Context: an optimization exercise on an open-source flow, tuned for small area. The choices shown serve that exercise and are no tape-out recipe. Function was checked by simulation only, so behaviour that the tests miss may differ from the original.

==> job 8663: inputs <==
// Triadic_ALU
module Triadic_ALU
#(
    parameter       WORD_WIDTH                      = 36,
    parameter       ADDR_WIDTH                      = 12,
    parameter       S_WRITE_ADDR                    = 3072,
    parameter       S_RAMSTYLE                      = "",
    parameter       S_READ_NEW_DATA                 = 0,
    parameter       THREAD_COUNT                    = 8,
    parameter       THREAD_COUNT_WIDTH              = 3,
    parameter       WRITE_RETIME_STAGES             = 3
)
(
    input   wire                                    clock,
    input   wire                                    IO_Ready,
    input   wire                                    Cancel,
    input   wire    [ADDR_WIDTH-1:0]                DB,          
    input   wire    [20-1:0]   control,     
    input   wire    [WORD_WIDTH-1:0]                A,           
    input   wire    [WORD_WIDTH-1:0]                B,           
    output  wire    [WORD_WIDTH-1:0]                Ra,          
    output  wire    [WORD_WIDTH-1:0]                Rb,          
    output  wire                                    carry_out,   
    output  wire                                    overflow     
);
export LEC_CHECK = 0
export CAP_MARGIN = 20
export CORE_MARGIN = 2
export CORE_UTILIZATION = 60
export PLACE_DENSITY = 0.75
export SLEW_MARGIN = 20
create_clock -name core_clock -period 3.7 [get_ports {clock}]
standard.sh (not shown) runs the stock make flow with config.mk's settings and CLKGATE_MAP_FILE= SYNTH_SCRIPT=/design/flow/synth_recipe.tcl, a recipe that flattens the netlist after the stock synthesis.
==> flow/flow/run.sh <==
#!/bin/bash
# The standard layout (standard.sh) with these changes, set through ORFS's
# own variables: input and output ports buffered with buf_1 instead of the
# default delay cell, and clock tree synthesis without dummy loads and with
# larger sink clusters. Each tool's output goes to orfs/logs; make's own output
# goes to make.log here.
set -euo pipefail
source flow/knobs.sh
bash standard.sh > make.log 2>&1
==> flow/flow/knobs.sh <==
export BUFFER_PORTS_ARGS="-buffer_cell sky130_fd_sc_hd__buf_1"
export CTS_ARGS="-sink_clustering_enable -repair_clock_nets -dont_use_dummy_load -sink_clustering_size 32 -sink_clustering_max_diameter 100"
==> job 3519 (differences from job 8663) <==
==> flow/flow/run.sh (replaced) <==
#!/bin/bash
# The standard layout (standard.sh) with these changes:
#  - after the standard synthesis, the combinational cells are mapped again by
#    ABC for area (flip-flops, their names and the ports are kept as they are);
#  - input and output ports buffered with buf_1 instead of the default delay cell;
#  - clock tree synthesis without dummy loads and with larger sink clusters.
# Logs: make_synth.log, remap.log and make.log here; each ORFS step in orfs/logs.
set -euo pipefail
source flow/knobs.sh
R=orfs/results/sky130hd/Triadic_ALU/base
bash standard.sh synth > make_synth.log 2>&1
cp $R/1_2_yosys.v $R/1_2_yosys_standard.v
yosys -l remap.log -s flow/remap.ys > /dev/null 2>&1
mv $R/1_2_yosys_remap.v $R/1_2_yosys.v
rm -f $R/1_synth.odb $R/1_synth.sdc
bash standard.sh > make.log 2>&1
==> flow/flow/knobs.sh (replaced) <==
export BUFFER_PORTS_ARGS="-buffer_cell sky130_fd_sc_hd__buf_1"
export CTS_ARGS="-sink_clustering_enable -repair_clock_nets -dont_use_dummy_load -sink_clustering_size 16 -sink_clustering_max_diameter 60 -buf_list sky130_fd_sc_hd__clkbuf_8"
export GLOBAL_PLACEMENT_ARGS="-keep_resize_below_overflow 0"
==> flow/flow/remap.abc (new file) <==
&get -n
&st
&synch2
&nf
&put
==> flow/flow/remap.ys (new file) <==
# Map the standard synthesis's combinational logic again, for area. The
# flip-flop cells stay as they are (kept as submodules, then blackboxed), so
# their instance names, cell types and connections do not change.
read_liberty -ignore_miss_func /OpenROAD-flow-scripts/flow/platforms/sky130hd/lib/sky130_fd_sc_hd__tt_025C_1v80.lib
read_verilog orfs/results/sky130hd/Triadic_ALU/base/1_2_yosys_standard.v
hierarchy -top Triadic_ALU
setattr -mod -set keep_hierarchy 1 sky130_fd_sc_hd__df*
flatten
opt_clean
abc -script flow/remap.abc -liberty /OpenROAD-flow-scripts/flow/platforms/sky130hd/lib/sky130_fd_sc_hd__tt_025C_1v80.lib -dont_use sky130_fd_sc_hd__probe_p_8 -dont_use sky130_fd_sc_hd__probec_p_8 -dont_use sky130_fd_sc_hd__lpflow_bleeder_1 -dont_use sky130_fd_sc_hd__lpflow_clkbufkapwr_1 -dont_use sky130_fd_sc_hd__lpflow_clkbufkapwr_16 -dont_use sky130_fd_sc_hd__lpflow_clkbufkapwr_2 -dont_use sky130_fd_sc_hd__lpflow_clkbufkapwr_4 -dont_use sky130_fd_sc_hd__lpflow_clkbufkapwr_8 -dont_use sky130_fd_sc_hd__lpflow_clkinvkapwr_1 -dont_use sky130_fd_sc_hd__lpflow_clkinvkapwr_16 -dont_use sky130_fd_sc_hd__lpflow_clkinvkapwr_2 -dont_use sky130_fd_sc_hd__lpflow_clkinvkapwr_4 -dont_use sky130_fd_sc_hd__lpflow_clkinvkapwr_8 -dont_use sky130_fd_sc_hd__lpflow_decapkapwr_12 -dont_use sky130_fd_sc_hd__lpflow_decapkapwr_3 -dont_use sky130_fd_sc_hd__lpflow_decapkapwr_4 -dont_use sky130_fd_sc_hd__lpflow_decapkapwr_6 -dont_use sky130_fd_sc_hd__lpflow_decapkapwr_8 -dont_use sky130_fd_sc_hd__lpflow_inputiso0n_1 -dont_use sky130_fd_sc_hd__lpflow_inputiso0p_1 -dont_use sky130_fd_sc_hd__lpflow_inputiso1n_1 -dont_use sky130_fd_sc_hd__lpflow_inputiso1p_1 -dont_use sky130_fd_sc_hd__lpflow_inputisolatch_1 -dont_use sky130_fd_sc_hd__lpflow_isobufsrc_1 -dont_use sky130_fd_sc_hd__lpflow_isobufsrc_16 -dont_use sky130_fd_sc_hd__lpflow_isobufsrc_2 -dont_use sky130_fd_sc_hd__lpflow_isobufsrc_4 -dont_use sky130_fd_sc_hd__lpflow_isobufsrc_8 -dont_use sky130_fd_sc_hd__lpflow_isobufsrckapwr_16 -dont_use sky130_fd_sc_hd__lpflow_lsbuf_lh_hl_isowell_tap_1 -dont_use sky130_fd_sc_hd__lpflow_lsbuf_lh_hl_isowell_tap_2 -dont_use sky130_fd_sc_hd__lpflow_lsbuf_lh_hl_isowell_tap_4 -dont_use sky130_fd_sc_hd__lpflow_lsbuf_lh_isowell_4 -dont_use sky130_fd_sc_hd__lpflow_lsbuf_lh_isowell_tap_1 -dont_use sky130_fd_sc_hd__lpflow_lsbuf_lh_isowell_tap_2 -dont_use sky130_fd_sc_hd__lpflow_lsbuf_lh_isowell_tap_4
opt_clean -purge
hilomap -singleton -hicell sky130_fd_sc_hd__conb_1 HI -locell sky130_fd_sc_hd__conb_1 LO
blackbox sky130_fd_sc_hd__*
stat -liberty /OpenROAD-flow-scripts/flow/platforms/sky130hd/lib/sky130_fd_sc_hd__tt_025C_1v80.lib
write_verilog -noattr -noexpr -nohex -nodec orfs/results/sky130hd/Triadic_ALU/base/1_2_yosys_remap.v
Settings changed: CORE_UTILIZATION 60 to 40, PLACE_DENSITY 0.75 to not set, SETUP_SLACK_MARGIN set to 0.05.
==> job 2560 (differences from job 8663) <==
==> flow/flow/run.sh (replaced) <==
#!/bin/bash
# The standard layout (standard.sh) with these changes:
#  - after the standard synthesis, the combinational cells are mapped again by
#    ABC for area (flip-flops, their names and the ports are kept as they are);
#  - input and output ports buffered with buf_1 instead of the default delay cell;
#  - clock tree synthesis without dummy loads and with larger sink clusters.
# Logs: make_synth.log, remap.log and make.log here; each ORFS step in orfs/logs.
set -euo pipefail
source flow/knobs.sh
R=orfs/results/sky130hd/Triadic_ALU/base
bash standard.sh synth > make_synth.log 2>&1
cp $R/1_2_yosys.v $R/1_2_yosys_standard.v
yosys -l remap.log -s flow/remap.ys > /dev/null 2>&1
mv $R/1_2_yosys_remap.v $R/1_2_yosys.v
rm -f $R/1_synth.odb $R/1_synth.sdc
bash standard.sh > make.log 2>&1
==> flow/flow/knobs.sh (replaced) <==
export BUFFER_PORTS_ARGS="-buffer_cell sky130_fd_sc_hd__buf_1"
export CTS_ARGS="-sink_clustering_enable -repair_clock_nets -dont_use_dummy_load -sink_clustering_size 24 -sink_clustering_max_diameter 100"
export GLOBAL_PLACEMENT_ARGS="-keep_resize_below_overflow 0"
==> flow/flow/remap.abc (new file) <==
&get -n
&st
&synch2
&nf
&put
==> flow/flow/remap.ys (new file) <==
# Map the standard synthesis's combinational logic again, for area. The
# flip-flop cells stay as they are (kept as submodules, then blackboxed), so
# their instance names, cell types and connections do not change.
read_liberty -ignore_miss_func /OpenROAD-flow-scripts/flow/platforms/sky130hd/lib/sky130_fd_sc_hd__tt_025C_1v80.lib
read_verilog orfs/results/sky130hd/Triadic_ALU/base/1_2_yosys_standard.v
hierarchy -top Triadic_ALU
setattr -mod -set keep_hierarchy 1 sky130_fd_sc_hd__df*
flatten
opt_clean
abc -script flow/remap.abc -liberty /OpenROAD-flow-scripts/flow/platforms/sky130hd/lib/sky130_fd_sc_hd__tt_025C_1v80.lib -dont_use sky130_fd_sc_hd__probe_p_8 -dont_use sky130_fd_sc_hd__probec_p_8 -dont_use sky130_fd_sc_hd__lpflow_bleeder_1 -dont_use sky130_fd_sc_hd__lpflow_clkbufkapwr_1 -dont_use sky130_fd_sc_hd__lpflow_clkbufkapwr_16 -dont_use sky130_fd_sc_hd__lpflow_clkbufkapwr_2 -dont_use sky130_fd_sc_hd__lpflow_clkbufkapwr_4 -dont_use sky130_fd_sc_hd__lpflow_clkbufkapwr_8 -dont_use sky130_fd_sc_hd__lpflow_clkinvkapwr_1 -dont_use sky130_fd_sc_hd__lpflow_clkinvkapwr_16 -dont_use sky130_fd_sc_hd__lpflow_clkinvkapwr_2 -dont_use sky130_fd_sc_hd__lpflow_clkinvkapwr_4 -dont_use sky130_fd_sc_hd__lpflow_clkinvkapwr_8 -dont_use sky130_fd_sc_hd__lpflow_decapkapwr_12 -dont_use sky130_fd_sc_hd__lpflow_decapkapwr_3 -dont_use sky130_fd_sc_hd__lpflow_decapkapwr_4 -dont_use sky130_fd_sc_hd__lpflow_decapkapwr_6 -dont_use sky130_fd_sc_hd__lpflow_decapkapwr_8 -dont_use sky130_fd_sc_hd__lpflow_inputiso0n_1 -dont_use sky130_fd_sc_hd__lpflow_inputiso0p_1 -dont_use sky130_fd_sc_hd__lpflow_inputiso1n_1 -dont_use sky130_fd_sc_hd__lpflow_inputiso1p_1 -dont_use sky130_fd_sc_hd__lpflow_inputisolatch_1 -dont_use sky130_fd_sc_hd__lpflow_isobufsrc_1 -dont_use sky130_fd_sc_hd__lpflow_isobufsrc_16 -dont_use sky130_fd_sc_hd__lpflow_isobufsrc_2 -dont_use sky130_fd_sc_hd__lpflow_isobufsrc_4 -dont_use sky130_fd_sc_hd__lpflow_isobufsrc_8 -dont_use sky130_fd_sc_hd__lpflow_isobufsrckapwr_16 -dont_use sky130_fd_sc_hd__lpflow_lsbuf_lh_hl_isowell_tap_1 -dont_use sky130_fd_sc_hd__lpflow_lsbuf_lh_hl_isowell_tap_2 -dont_use sky130_fd_sc_hd__lpflow_lsbuf_lh_hl_isowell_tap_4 -dont_use sky130_fd_sc_hd__lpflow_lsbuf_lh_isowell_4 -dont_use sky130_fd_sc_hd__lpflow_lsbuf_lh_isowell_tap_1 -dont_use sky130_fd_sc_hd__lpflow_lsbuf_lh_isowell_tap_2 -dont_use sky130_fd_sc_hd__lpflow_lsbuf_lh_isowell_tap_4
opt_clean -purge
hilomap -singleton -hicell sky130_fd_sc_hd__conb_1 HI -locell sky130_fd_sc_hd__conb_1 LO
blackbox sky130_fd_sc_hd__*
stat -liberty /OpenROAD-flow-scripts/flow/platforms/sky130hd/lib/sky130_fd_sc_hd__tt_025C_1v80.lib
write_verilog -noattr -noexpr -nohex -nodec orfs/results/sky130hd/Triadic_ALU/base/1_2_yosys_remap.v
Settings changed: CORE_UTILIZATION 60 to 40, PLACE_DENSITY 0.75 to not set, SETUP_SLACK_MARGIN set to 0.05.
==> results.yml <==
run_status:
  status: "no timing/DRC/antenna violations"
global_routing:
  antenna_found_initial: 24
  grt_pass1_wl_um: 90400
finish:
  nets: 2281
  n_fill_cell: 5693
floorplan:
  die_y_um: 257
  design.core.area_mm2: 0.0631
  die_area_mm2: 0.0658
setup_path:
  critPathMaxStageDelay_ps: 520
  path_cells: "buf_8, xnor2_1, xnor2_2, xor2_2, o211ai_1, a31oi_2, o211ai_1, a31oi_4, o21a_2, a211oi_4, o31ai_1, xnor2_1, mux4_2"
drt:
  met1_length_um: 26100
  met2_length_um: 27800
min_path:
  hold_end: "shift_1[0]"
the above is filed under job 2560

==> results.yml <==
run_status:
  status: "no timing/DRC/antenna violations"
finish:
  nets: 2308
  mostFrequentLayoutCells: "dfxtp_1 (843), xnor2_1 (164), nor2_1 (164), buf_1 (164), a21oi_1 (126)"
  n_fill_cell: 5725
global_routing:
  grt_pass1_wl_um: 91200
  antenna_found_initial: 23
floorplan:
  design.core.area_mm2: 0.0631
  die_y_um: 257
setup_path:
  critPathMaxStageDelay_ps: 900
  path_cells: "nor4_1, nand4_1, nor3_2, nor2_4, buf_16, buf_16, nor2_1, a21oi_1, xnor2_1, mux2i_1, nor2b_1, a211oi_1, a21oi_1"
drt:
  met2_length_um: 28000
the above is filed under job 3519

==> results.yml <==
global_routing:
  grt_pass1_wl_um: 90200
finish:
  nets: 2519
setup_path:
  path_cells: "buf_6, buf_12, buf_12, buf_4, xor2_1, ha_1, ha_1, a21oi_1, o21a_1, o22ai_2, a211o_4, a31oi_4, o41a_4, xnor2_4, mux4_2"
  critPathMaxStageDelay_ps: 520
floorplan:
  die_area_mm2: 0.0466
  design.core.area_mm2: 0.0443
drt:
  met2_length_um: 27500
run_status:
  status: "no timing/DRC/antenna violations"
min_path:
  hold_end: "split_1"
the above is filed under job 8663

==> afterwards: timing with drivers on the ports <==
The results above use ideal ports. As a check the final layouts listed here were re-extracted and re-timed, cells and wires unchanged.
Step 1: set_driving_cell puts a clkbuf_16 on clock and a buf_2 on each other input, an assumption about the parent block.
Step 2 adds t to the input delays and takes it off the output delays; t is the mean of the earliest and latest rising clock arrival at the registers after step 1. Input paths then give back, and output paths get back, about the clock's delay inside the block.
Three values: ideal ports, drivers, drivers and shift; two values: the first two.
| run | t, ns | setup slack, ns | hold slack, ns | slew at the worst register clock pin (ns) |
|---|---|---|---|---|
| job 8663 | 0.603 | 0.068 / 0.099 / -0.503 | 0.279 / 0.240 / 0.295 | 0.12 / 0.12 |
| job 3519 | 0.700 | 0.127 / 0.126 / -0.501 | 0.181 / 0.149 / 0.268 | 0.10 / 0.10 |
| job 2560 | 0.629 | 0.200 / 0.186 / -0.444 | 0.262 / 0.229 / 0.294 | 0.10 / 0.10 |
With both steps, setup timing fails in every run listed, where it was met with ideal ports. For job 2560, which loses most, drivers alone change the setup slack by -0.014 ns; drivers and shift together by -0.644 ns.
